Source: an optimization exercise on an open RTL-to-GDS flow (aim: small area). Production flows keep margins and buffers that such runs may drop.
Function was checked by simulation only, so behaviour that the tests miss may differ from the original.
Power is estimated from default activity; no workload was simulated.

==> flow/design.v <==
module mtm_Alu (
    input  clk,
    input  rst_n,
    input  sin,
    output sout
);
  reg [5:0] ph;
  always @(posedge clk) ph <= ph + 6'd1;
  wire tick = (ph[3:0] == 4'd15);
  reg  [63:0] ring;
  reg [3:0] bc;        
  reg [3:0] fc;        
  reg       h;         
  reg [3:0] c4;        
  reg [2:0] op;
  reg [1:0] e;         
  wire      dead = |e;
  wire      cmd  = fc[3];
  wire s_type = tick & (bc == 4'd14);
  wire s_pay  = tick & ((bc == 4'd15) | (bc <= 4'd6));    
  wire s_stop = tick & (bc == 4'd7);
  wire fb4    = c4[3] ^ sin;
  wire [3:0] c4n = {c4[2:0], 1'b0} ^ {2'b00, fb4, fb4};
  reg cy;
  reg fN, fZ, fC, fV;
  wire run = cmd & (ph[5:4] == 2'd3 ? (bc >= 4'd3 && bc <= 4'd6) :
                    ph[5:4] == 2'd0 ? (bc >= 4'd4 && bc <= 4'd7) : 1'b0);
  wire a   = ring[15];
  wire b   = ring[47];
  wire i0  = (ph == 6'd48);
  wire i31 = (ph == 6'd15);
  wire cin = i0 ? op[0] : cy;
  wire bb  = b ^ op[0];
  wire s   = a ^ bb ^ cin;
  wire co  = (a & bb) | (a & cin) | (bb & cin);
  wire r   = op[2] ? s : (op[0] ? (a | b) : (a & b));
  wire       dwr = ~cmd & ~bc[3] & (ph[3:0] == ~{fc[0], bc[2:0]});
  wire [1:0] dsel = fc[2:1] + ph[5:4] + 2'd1;
  wire [3:0] we;
  assign we[0] = dwr & (dsel == 2'd0);
  assign we[1] = dwr & (dsel == 2'd1);
  assign we[2] = dwr & (dsel == 2'd2);
  assign we[3] = (dwr & (dsel == 2'd3)) | run;
  wire din = run ? r : h;
  genvar g;
  generate
    for (g = 0; g < 64; g = g + 1) begin : rg
      if (g % 16 == 0) begin : ins
        always @(posedge clk) ring[g] <= we[g / 16] ? din : ring[(g + 63) % 64];
      end else begin : sh
        always @(posedge clk) ring[g] <= ring[g - 1];
      end
    end
  endgenerate
  reg [3:0] tbc;       
  reg [2:0] tfc;       
  reg       so;
  reg       stg;       
  reg [2:0] c3;        
  wire txgo = ((tbc == 4'd12) & ~run) | ((tbc == 4'd14) & dead);
  wire       fet  = ~tfc[2] & ~tbc[3] & (ph[3:0] == ~{tfc[0], tbc[2:0]});
  wire [1:0] tsel = ph[5:4] + {1'b0, tfc[1]} + 2'd2;
  wire       tap  = (tsel == 2'd0) ? ring[15] :
                    (tsel == 2'd1) ? ring[31] :
                    (tsel == 2'd2) ? ring[47] : ring[63];
  always @(posedge clk) if (fet) stg <= tap;
  reg pv;              
  always @(*) begin
    if (!tfc[2]) pv = fet ? tap : stg;
    else if (dead)
      case (tbc[2:0])
        3'd0, 3'd7: pv = 1'b1;
        3'd1, 3'd4: pv = e[1] & e[0];
        3'd2, 3'd5: pv = e[1] & op[1];
        default:    pv = ~e[1];
      endcase
    else
      case (tbc[2:0])
        3'd0:    pv = 1'b1;
        3'd1:    pv = fN;
        3'd2:    pv = fZ;
        3'd3:    pv = fC;
        3'd4:    pv = fV;
        default: pv = c3[2];
      endcase
  end
  wire fb3 = c3[2] ^ pv;
  always @(posedge clk) begin
    if (!rst_n) begin
      bc   <= 4'd8;
      fc   <= 4'd0;
      c4   <= 4'd0;
      e    <= 2'd0;
    end else begin
      if (bc == 4'd8) begin
        if (!sin && !dead) bc <= tick ? 4'd14 : 4'd13;
      end else if (tick) bc <= bc + 4'd1;
      if (!dead) begin
        if (s_type && (sin ^ cmd)) e <= 2'b01;
        if (s_stop) fc <= cmd ? 4'd0 : fc + 4'd1;
        if (s_pay) begin
          c4 <= c4n;
          if (cmd) begin
            if (bc == 4'd15 && !sin) e <= 2'b01;
            if (bc <= 4'd2) op <= {op[1:0], sin};
            if (bc == 4'd6) begin
              if (c4n != 4'd0) e <= 2'b11;
              else if (op[1]) e <= 2'b10;
            end
          end
        end
      end
    end
  end
  always @(posedge clk) if (s_pay && !cmd) h <= sin;
  always @(posedge clk) begin
    cy <= co;
    if (run) begin
      fZ <= (i0 | fZ) & ~r;
      if (i31) begin
        fN <= r;
        fC <= op[2] & (co ^ op[0]);
        fV <= op[2] & ~b & (a ^ s) & ~(a ^ op[0]);
      end
    end
  end
  always @(posedge clk) begin
    if (!rst_n) begin
      tbc <= 4'd14;
      so  <= 1'b1;
      c3  <= 3'd0;
    end else if (!dead && s_pay && cmd && bc == 4'd6 && c4n == 4'd0 && !op[1]) begin
      tbc <= 4'd12;
    end else if (tick) begin
      case (tbc)
        4'd12, 4'd14: if (txgo) begin
          tbc <= 4'd15;
          tfc <= dead ? 3'd4 : 3'd0;
          so  <= 1'b0;
        end
        4'd13: ;
        4'd15: begin
          tbc <= 4'd0;
          so  <= tfc[2];
        end
        4'd8: begin
          tbc <= 4'd9;
          so  <= 1'b1;
        end
        4'd9: begin
          if (tfc[2]) tbc <= dead ? 4'd13 : 4'd14;
          else begin
            tbc <= 4'd15;
            tfc <= tfc + 3'd1;
            so  <= 1'b0;
          end
        end
        default: begin
          tbc <= tbc + 4'd1;
          so  <= pv;
          c3  <= {c3[1:0], 1'b0} ^ {1'b0, fb3, fb3};
        end
      endcase
    end
  end
  assign sout = so;
endmodule
Settings: LEC_CHECK=0, CAP_MARGIN=20, CORE_MARGIN=2, CORE_UTILIZATION=40, CTS_BUF_LIST=sky130_fd_sc_hd__clkbuf_8, SLEW_MARGIN=20; clock period 10.0 ns.
standard.sh (not shown) runs the stock make flow with config.mk's settings and CLKGATE_MAP_FILE= SYNTH_SCRIPT=/design/flow/synth_recipe.tcl, a recipe that flattens the netlist after the stock synthesis.
==> flow/flow/run.sh <==
#!/bin/bash
# The standard layout (standard.sh), with these changes:
#  - synthesis maps logic with an area-oriented ABC script (ORFS's ABC_AREA
#    path, with its script replaced by the one below),
#  - no adder extraction (ADDER_MAP_FILE empty), so counters are left to ABC,
#  - the port buffers are the smallest buffer, sky130_fd_sc_hd__buf_1,
#  - clock tree synthesis adds no dummy loads.
# Registers come out of synthesis exactly as in the standard flow: ABC and the
# adder step only touch combinational logic.
set -euo pipefail
here=$PWD
rm -rf "$here/scripts_area"
cp -r "$FLOW_HOME/scripts" "$here/scripts_area"
printf 'strash\ndch\nmap -a\nstrash\n&get -n\n&dch\n&nf -a -R 100\n&put\n' > "$here/scripts_area/abc_area.script"
export SCRIPTS_DIR="$here/scripts_area"
export ADDER_MAP_FILE=
export ABC_AREA=1
export BUFFER_PORTS_ARGS="-buffer_cell sky130_fd_sc_hd__buf_1"
export CTS_ARGS="-sink_clustering_enable -repair_clock_nets -buf_list sky130_fd_sc_hd__clkbuf_8 -dont_use_dummy_load"
bash standard.sh > standard.log 2>&1
Then changed:
--- a/flow/design.v
+++ b/flow/design.v
@@ -10,14 +10,14 @@
   reg  [63:0] ring;
   reg [3:0] bc;        
   reg [3:0] fc;        
   reg       h;         
   reg [3:0] c4;        
   reg [2:0] op;
-  reg [1:0] e;         
-  wire      dead = |e;
+  reg  [2:0] tfc;      
+  wire      dead = tfc[2] & (tfc[1] | tfc[0]);
   wire      cmd  = fc[3];
   wire s_type = tick & (bc == 4'd14);
   wire s_pay  = tick & ((bc == 4'd15) | (bc <= 4'd6));    
   wire s_stop = tick & (bc == 4'd7);
   wire fb4    = c4[3] ^ sin;
   wire [3:0] c4n = {c4[2:0], 1'b0} ^ {2'b00, fb4, fb4};
@@ -50,13 +50,12 @@
       end else begin : sh
         always @(posedge clk) ring[g] <= ring[g - 1];
       end
     end
   endgenerate
   reg [3:0] tbc;       
-  reg [2:0] tfc;       
   reg       so;
   reg       stg;       
   reg [2:0] c3;        
   wire txgo = ((tbc == 4'd12) & ~run) | ((tbc == 4'd14) & dead);
   wire       fet  = ~tfc[2] & ~tbc[3] & (ph[3:0] == ~{tfc[0], tbc[2:0]});
   wire [1:0] tsel = ph[5:4] + {1'b0, tfc[1]} + 2'd2;
@@ -67,15 +66,15 @@
   reg pv;              
   always @(*) begin
     if (!tfc[2]) pv = fet ? tap : stg;
     else if (dead)
       case (tbc[2:0])
         3'd0, 3'd7: pv = 1'b1;
-        3'd1, 3'd4: pv = e[1] & e[0];
-        3'd2, 3'd5: pv = e[1] & op[1];
-        default:    pv = ~e[1];
+        3'd1, 3'd4: pv = tfc[1] & tfc[0];
+        3'd2, 3'd5: pv = tfc[1] & op[1];
+        default:    pv = ~tfc[1];
       endcase
     else
       case (tbc[2:0])
         3'd0:    pv = 1'b1;
         3'd1:    pv = fN;
         3'd2:    pv = fZ;
@@ -87,29 +86,23 @@
   wire fb3 = c3[2] ^ pv;
   always @(posedge clk) begin
     if (!rst_n) begin
       bc   <= 4'd8;
       fc   <= 4'd0;
       c4   <= 4'd0;
-      e    <= 2'd0;
     end else begin
-      if (bc == 4'd8) begin
-        if (!sin && !dead) bc <= tick ? 4'd14 : 4'd13;
-      end else if (tick) bc <= bc + 4'd1;
+      if (tick) begin
+        if (bc != 4'd8) bc <= bc + 4'd1;
+        else if (!sin && !dead) bc <= 4'd14;
+      end
       if (!dead) begin
-        if (s_type && (sin ^ cmd)) e <= 2'b01;
         if (s_stop) fc <= cmd ? 4'd0 : fc + 4'd1;
         if (s_pay) begin
           c4 <= c4n;
           if (cmd) begin
-            if (bc == 4'd15 && !sin) e <= 2'b01;
             if (bc <= 4'd2) op <= {op[1:0], sin};
-            if (bc == 4'd6) begin
-              if (c4n != 4'd0) e <= 2'b11;
-              else if (op[1]) e <= 2'b10;
-            end
           end
         end
       end
     end
   end
   always @(posedge clk) if (s_pay && !cmd) h <= sin;
@@ -121,24 +114,31 @@
         fN <= r;
         fC <= op[2] & (co ^ op[0]);
         fV <= op[2] & ~b & (a ^ s) & ~(a ^ op[0]);
       end
     end
   end
+  wire e_frm = ~dead & ((s_type & (sin ^ cmd)) | (s_pay & cmd & (bc == 4'd15) & ~sin));
+  wire c0    = ~dead & s_pay & cmd & (bc == 4'd6);
   always @(posedge clk) begin
     if (!rst_n) begin
       tbc <= 4'd14;
+      tfc <= 3'd0;
       so  <= 1'b1;
       c3  <= 3'd0;
-    end else if (!dead && s_pay && cmd && bc == 4'd6 && c4n == 4'd0 && !op[1]) begin
-      tbc <= 4'd12;
+    end else if (e_frm) begin
+      tfc <= 3'd5;
+    end else if (c0) begin
+      if (c4n != 4'd0) tfc <= 3'd7;
+      else if (op[1]) tfc <= 3'd6;
+      else tbc <= 4'd12;
     end else if (tick) begin
       case (tbc)
         4'd12, 4'd14: if (txgo) begin
           tbc <= 4'd15;
-          tfc <= dead ? 3'd4 : 3'd0;
+          if (!dead) tfc <= 3'd0;
           so  <= 1'b0;
         end
         4'd13: ;
         4'd15: begin
           tbc <= 4'd0;
           so  <= tfc[2];
First-iteration DRC count decreases by about 2.4%.
Total power is lower by about 24%.
Design area goes down by 1.3%.
Routed wire length grows by 3.5%.
Sequential power falls by about 14%.
Sequential share of layout area fell by 1.1 points.

---

RTL: the design.v shown in full above, as it stands there.
Settings: LEC_CHECK=0, CAP_MARGIN=20, CORE_MARGIN=2, CORE_UTILIZATION=40, CTS_BUF_LIST=sky130_fd_sc_hd__clkbuf_8, SLEW_MARGIN=20; clock period 10.0 ns.
run.sh (not shown) runs the stock make flow with config.mk's settings and CLKGATE_MAP_FILE= SYNTH_SCRIPT=/design/flow/synth_recipe.tcl, a recipe that flattens the netlist after the stock synthesis.
Stock flow here: none of the scripts above is used.
Edit:
--- a/flow/design.v
+++ b/flow/design.v
@@ -8,35 +8,33 @@
   always @(posedge clk) ph <= ph + 6'd1;
   wire tick = (ph[3:0] == 4'd15);
   reg  [63:0] ring;
   reg [3:0] bc;        
   reg [3:0] fc;        
-  reg       h;         
+  reg       cmd;       
+  reg       h, hv;     
   reg [3:0] c4;        
   reg [2:0] op;
   reg [1:0] e;         
   wire      dead = |e;
-  wire      cmd  = fc[3];
   wire s_type = tick & (bc == 4'd14);
   wire s_pay  = tick & ((bc == 4'd15) | (bc <= 4'd6));    
   wire s_stop = tick & (bc == 4'd7);
   wire fb4    = c4[3] ^ sin;
   wire [3:0] c4n = {c4[2:0], 1'b0} ^ {2'b00, fb4, fb4};
-  reg cy;
+  reg pend, run, resp, cy;
   reg fN, fZ, fC, fV;
-  wire run = cmd & (ph[5:4] == 2'd3 ? (bc >= 4'd3 && bc <= 4'd6) :
-                    ph[5:4] == 2'd0 ? (bc >= 4'd4 && bc <= 4'd7) : 1'b0);
   wire a   = ring[15];
   wire b   = ring[47];
   wire i0  = (ph == 6'd48);
   wire i31 = (ph == 6'd15);
   wire cin = i0 ? op[0] : cy;
   wire bb  = b ^ op[0];
   wire s   = a ^ bb ^ cin;
   wire co  = (a & bb) | (a & cin) | (bb & cin);
   wire r   = op[2] ? s : (op[0] ? (a | b) : (a & b));
-  wire       dwr = ~cmd & ~bc[3] & (ph[3:0] == ~{fc[0], bc[2:0]});
+  wire       dwr = hv & (ph[3:0] == ~{fc[0], bc[2:0]});
   wire [1:0] dsel = fc[2:1] + ph[5:4] + 2'd1;
   wire [3:0] we;
   assign we[0] = dwr & (dsel == 2'd0);
   assign we[1] = dwr & (dsel == 2'd1);
   assign we[2] = dwr & (dsel == 2'd2);
@@ -55,11 +53,11 @@
   reg [3:0] tbc;       
   reg [2:0] tfc;       
   reg       so;
   reg       stg;       
   reg [2:0] c3;        
-  wire txgo = ((tbc == 4'd12) & ~run) | ((tbc == 4'd14) & dead);
+  wire txgo = (tbc == 4'd14) & ((resp & ~pend & ~run) | dead);
   wire       fet  = ~tfc[2] & ~tbc[3] & (ph[3:0] == ~{tfc[0], tbc[2:0]});
   wire [1:0] tsel = ph[5:4] + {1'b0, tfc[1]} + 2'd2;
   wire       tap  = (tsel == 2'd0) ? ring[15] :
                     (tsel == 2'd1) ? ring[31] :
                     (tsel == 2'd2) ? ring[47] : ring[63];
@@ -89,35 +87,56 @@
     if (!rst_n) begin
       bc   <= 4'd8;
       fc   <= 4'd0;
       c4   <= 4'd0;
       e    <= 2'd0;
+      pend <= 1'b0;
+      run  <= 1'b0;
+      resp <= 1'b0;
     end else begin
       if (bc == 4'd8) begin
         if (!sin && !dead) bc <= tick ? 4'd14 : 4'd13;
       end else if (tick) bc <= bc + 4'd1;
       if (!dead) begin
-        if (s_type && (sin ^ cmd)) e <= 2'b01;
-        if (s_stop) fc <= cmd ? 4'd0 : fc + 4'd1;
+        if (s_type) begin
+          cmd <= sin;
+          if (sin ^ fc[3]) e <= 2'b01;
+        end
+        if (s_stop && !cmd) fc <= fc + 4'd1;
         if (s_pay) begin
           c4 <= c4n;
           if (cmd) begin
             if (bc == 4'd15 && !sin) e <= 2'b01;
             if (bc <= 4'd2) op <= {op[1:0], sin};
+            if (bc == 4'd2) pend <= 1'b1;
             if (bc == 4'd6) begin
+              fc <= 4'd0;
               if (c4n != 4'd0) e <= 2'b11;
               else if (op[1]) e <= 2'b10;
+              else resp <= 1'b1;
             end
           end
         end
       end
+      if (pend && ph == 6'd47) begin
+        pend <= 1'b0;
+        run  <= 1'b1;
+      end
+      if (run && i31) run <= 1'b0;
+      if (tick && txgo) resp <= 1'b0;
     end
   end
-  always @(posedge clk) if (s_pay && !cmd) h <= sin;
   always @(posedge clk) begin
-    cy <= co;
+    if (dwr) hv <= 1'b0;
+    if (s_pay && !cmd) begin
+      h  <= sin;
+      hv <= 1'b1;
+    end
+  end
+  always @(posedge clk) begin
     if (run) begin
+      cy <= co;
       fZ <= (i0 | fZ) & ~r;
       if (i31) begin
         fN <= r;
         fC <= op[2] & (co ^ op[0]);
         fV <= op[2] & ~b & (a ^ s) & ~(a ^ op[0]);
@@ -127,15 +146,13 @@
   always @(posedge clk) begin
     if (!rst_n) begin
       tbc <= 4'd14;
       so  <= 1'b1;
       c3  <= 3'd0;
-    end else if (!dead && s_pay && cmd && bc == 4'd6 && c4n == 4'd0 && !op[1]) begin
-      tbc <= 4'd12;
     end else if (tick) begin
       case (tbc)
-        4'd12, 4'd14: if (txgo) begin
+        4'd14: if (txgo) begin
           tbc <= 4'd15;
           tfc <= dead ? 3'd4 : 3'd0;
           so  <= 1'b0;
         end
         4'd13: ;
Final area rose by about 2.4%; final cell count rose by about 1.4%; core utilization fell by 0.96 points; worst setup slack improved by 410 ps; power rose by 1.0%; register-to-register slack improved by 370 ps; hold slack got worse by 3.9 ps; routed wire length fell by about 1.3%; die area rose by 3.3%; via count fell by 0.62%; critical path depth fell by 5; global-route usage fell by 0.29 points; non-clock buffer count does not change; count of clock-buffer cells in the layout stays the same.

separate check: timing with driven ports:
The flow's constraints put no driver on any port. The routed layouts listed below were extracted and timed again, unchanged, in two steps.
Step 1, drivers: a clkbuf_16 drives clk and a buf_2 each remaining input, both assumed.
Step 2 adds t to the input delays and takes it off the output delays; t is the mean of the earliest and latest rising clock arrival at the registers after step 1. Input paths then give back, and output paths get back, about the clock's delay inside the block.
Slacks: no drivers / after step 1 / after step 2; pairs: no drivers / after step 1.
run | shift t [ns] | setup slack, ns | worst setup path after step 2
the first run of note 1 | 0.381 | 6.326 / 6.336 / 5.955 | input to register
the second run of note 1 | 0.378 | 6.348 / 6.352 / 5.975 | input to register
the first run of note 2 | 0.393 | 5.754 / 5.762 / 5.369 | input to register
the second run of note 2 | 0.386 | 6.168 / 6.164 / 5.778 | input to register
After both steps setup and hold are still met in every run listed. The setup slack of the second run of note 2, which loses most, moves by -0.004 ns with the drivers and by -0.390 ns with both steps.
